This design comes from an exercise in tuning for small area on the open sky130 flow, not from production work.
Only simulation tests tie the RTL to the original design; equivalence was not proved.
The flow treats the clock pin as an ideal source, which a real chip does not have.

Design top_stopwatch, start of the top module:
module top_stopwatch(
    input clk,
    input reset,
    input i_btn_run,
    input i_btn_clear,
    input [1:0] i_btn_add,
    input [1:0] i_sw_mode,
    output [3:0] fnd_comm,
    output [7:0] fnd_font,
    output [3:0] led
    );
    wire [6:0] wt_ms, sw_ms;
    wire [5:0] wt_s, wt_m, sw_s, sw_m;
    wire [4:0] wt_h, sw_h;
    wire ms99, wt_c1, st_clr, run_d, add_win;
    wire new_run, new_clear, new_add0, new_add1;
    timebase U_tb (.clk(clk), .reset(reset), .i_mode1(i_sw_mode[1]), .o_ms(wt_ms), .o_ms99(ms99), .o_c1(wt_c1), .o_add_win(add_win));
    btn_debounce U_Btn_RUN  (.clk(clk), .reset(reset), .i_tick(ms99), .i_btn(i_btn_run),    .o_new(new_run));
    btn_debounce U_Btn_CLEAR(.clk(clk), .reset(reset), .i_tick(ms99), .i_btn(i_btn_clear),  .o_new(new_clear));
    btn_debounce U_Btn_ADD0 (.clk(clk), .reset(reset), .i_tick(ms99), .i_btn(i_btn_add[0]), .o_new(new_add0));
    btn_debounce U_Btn_ADD1 (.clk(clk), .reset(reset), .i_tick(ms99), .i_btn(i_btn_add[1]), .o_new(new_add1));
    sw_ctl U_swc (.clk(clk), .reset(reset), .i_cs(~i_sw_mode[1]), .i_run(new_run & wt_c1), .i_clear(new_clear & wt_c1),
                  .o_clr(st_clr), .o_run_d(run_d));
    sw_cnt U_swn (.clk(clk), .reset(reset), .i_clr(st_clr), .i_tick(run_d), .o_ms(sw_ms), .o_s(sw_s), .o_m(sw_m), .o_h(sw_h));
    wt_cnt U_wtn (.clk(clk), .reset(reset), .i_c1(wt_c1), .i_add0(add_win & new_add0), .i_add1(add_win & new_add1),
                  .i_add2(add_win & new_clear), .o_s(wt_s), .o_m(wt_m), .o_h(wt_h));
    display U_disp (.clk(clk), .reset(reset), .i_mode(i_sw_mode), .i_scan(wt_ms[1] & wt_ms[0]),
                    .wt_ms(wt_ms), .wt_s(wt_s), .wt_m(wt_m), .wt_h(wt_h),
                    .sw_ms(sw_ms), .sw_s(sw_s), .sw_m(sw_m), .sw_h(sw_h),
                    .fnd_comm(fnd_comm), .fnd_font(fnd_font), .led(led));
endmodule
Size: roughly 400 cells after synthesis, ~77 flip-flops, about 24 I/O pins.
clock: 12.0 ns
lec_check: 0
cap_margin: 20
core_margin: 2
core_utilization: 70
slew_margin: 20
standard.sh (not shown) runs the stock make flow with config.mk's settings and CLKGATE_MAP_FILE= SYNTH_SCRIPT=/design/flow/synth_recipe.tcl, a recipe that flattens the netlist after the stock synthesis.
==> flow/flow/run.sh <==
#!/bin/bash
# Own layout flow: the standard flow (standard.sh) with
#  - the standard synthesis script, but ABC run with area-oriented scripts
#    (flow/abc_*.abc) instead of ORFS's speed script: each is tried in its own
#    folder and the one giving the smallest cell area is kept; the registers
#    are the standard synthesis's, ABC maps only the logic between them;
#  - port buffers of the smallest buffer (buf_1) instead of the default;
#  - clock tree options from flow/cts_args.txt (no dummy loads), and its
#    buffers then downsized while clock pin slews stay low (flow/post_cts.tcl).
# Each tool's output goes to a log file in the work folder.
set -euo pipefail
W=$(pwd)
F=$W/flow

make_variant() {   # $1 = abc script, $2 = work home, $3 = output script name
  { sed "s#@ABC_SCRIPT@#$1#" "$F/abc_override.tcl"; cat "$W/synth_recipe.tcl"; } > "$W/$3.tcl"
  local extra="SYNTH_SCRIPT=$W/$3.tcl"
  extra="$extra 'BUFFER_PORTS_ARGS=-buffer_cell sky130_fd_sc_hd__buf_1'"
  extra="$extra 'CTS_ARGS=$(cat "$F/cts_args.txt")' POST_CTS_TCL=$F/post_cts.tcl"
  sed -e "s#SYNTH_SCRIPT=[^ ]*#$extra#" -e "s#WORK_HOME=[^ ]*#WORK_HOME=$2#" "$W/standard.sh" > "$W/$3.sh"
}

# try each ABC script
best=""; best_area=""
# at most NUM_CORES tries at a time
jobs_max=${NUM_CORES:-4}
for s in "$F"/abc_*.abc; do
  k=$(basename "$s" .abc)
  make_variant "$s" "$W/try_$k" "synth_$k"
  while (( $(jobs -rp | wc -l) >= jobs_max )); do sleep 1; done
  (bash "$W/synth_$k.sh" synth > "$W/log_synth_$k.txt" 2>&1 || true) &
done
wait || true
for s in "$F"/abc_*.abc; do
  k=$(basename "$s" .abc)
  st="$W/try_$k/reports/$FLOW_PLATFORM/top_stopwatch/base/synth_stat.txt"
  [[ -f $st ]] || continue
  a=$(grep "Chip area for module" "$st" | tail -1 | awk '{print $NF}')
  echo "$k $a" >> "$W/log_synth_areas.txt"
  if [[ -z $best_area ]] || awk -v a="$a" -v b="$best_area" 'BEGIN{exit !(a < b)}'; then
    best=$s; best_area=$a
  fi
done
echo "best: $best $best_area" >> "$W/log_synth_areas.txt"
[[ -n $best ]]

make_variant "$best" "$W/orfs" "own_standard"
# the kept synthesis is run again in the real work home: copy the chosen try
k=$(basename "$best" .abc)
cp -a "$W/try_$k/." "$W/orfs/"
rm -rf "$W"/try_abc_*
bash "$W/own_standard.sh" finish > "$W/log_layout.txt" 2>&1
Other scripts of this flow, unchanged in this note and not shown: flow/flow/abc_1.abc, flow/flow/abc_2.abc, flow/flow/abc_3.abc, flow/flow/abc_4.abc, flow/flow/abc_5.abc, flow/flow/abc_6.abc, flow/flow/abc_7.abc, flow/flow/abc_8.abc, flow/flow/abc_override.tcl, flow/flow/cts_args.txt, flow/flow/post_cts.tcl
The first run produced a clean layout.
Then changed:
CORE_UTILIZATION = 85   (was 70)
The new run never finished: it broke off in 3_1_place_gp_skip_io with GPL-0301; synthesized area barely changes; synthesized cell count is about the same.
Then changed:
==> flow/flow/abc_10.abc (new file) <==
strash
&get -n
&deepsyn -T 30 -S 6
&put
strash
&get -n
&dch -f
&nf -R 1000 -p -a -A 4
&put
==> flow/flow/abc_11.abc (new file) <==
strash
&get -n
&deepsyn -T 30 -S 7
&put
strash
&get -n
&dch -f
&nf -R 1000 -p -a -A 4
&put
==> flow/flow/abc_12.abc (new file) <==
strash
ifraig
scorr
dc2
strash
&get -n
&deepsyn -T 60 -S 3
&put
strash
dch -f
map -a
topo
strash
&get -n
&dch -f
&nf -R 1000 -p -C 32 -F 8
&put
==> flow/flow/abc_9.abc (new file) <==
strash
&get -n
&deepsyn -T 30 -S 5
&put
strash
&get -n
&dch -f
&nf -R 1000 -p -a -A 4
&put
CORE_UTILIZATION = 75   (was 85)
Effect:
- The new run completed with no timing, DRC or antenna violations
- synthesized cell count is about the same
- area after synthesis barely changes

-- static timing again, ports no longer ideal --
How much do the figures lean on ideal ports? The routed layouts below were timed once more, with nothing changed but the port constraints. Step 1, drivers: a clkbuf_16 drives clk and a buf_2 each remaining input, both assumed. Step 2 times the ports against the registers' clock, not the clock port: input delays grow and output delays shrink by t, the midpoint of the rising clock arrivals with the driver on. a / b / c = ideal ports / drivers / drivers and shift; a / b = the first two.
| run | t, ns | setup WS [ns] | hold WS [ns] | clock arrival spread, ns | pins driven straight from the clock port |
|---|---|---|---|---|---|
| the first run | 0.799 | 2.163 / 2.130 / 2.130 | 0.431 / 0.431 / 0.431 | 0.045 / 0.045 | 1 |
| the third run | 0.796 | 1.674 / 1.653 / 1.653 | 0.429 / 0.429 / 0.429 | 0.040 / 0.041 | 1 |
After both steps setup and hold are still met in every run listed. For the first run, which loses most, drivers alone change the setup slack by -0.033 ns; drivers and shift together by -0.033 ns.
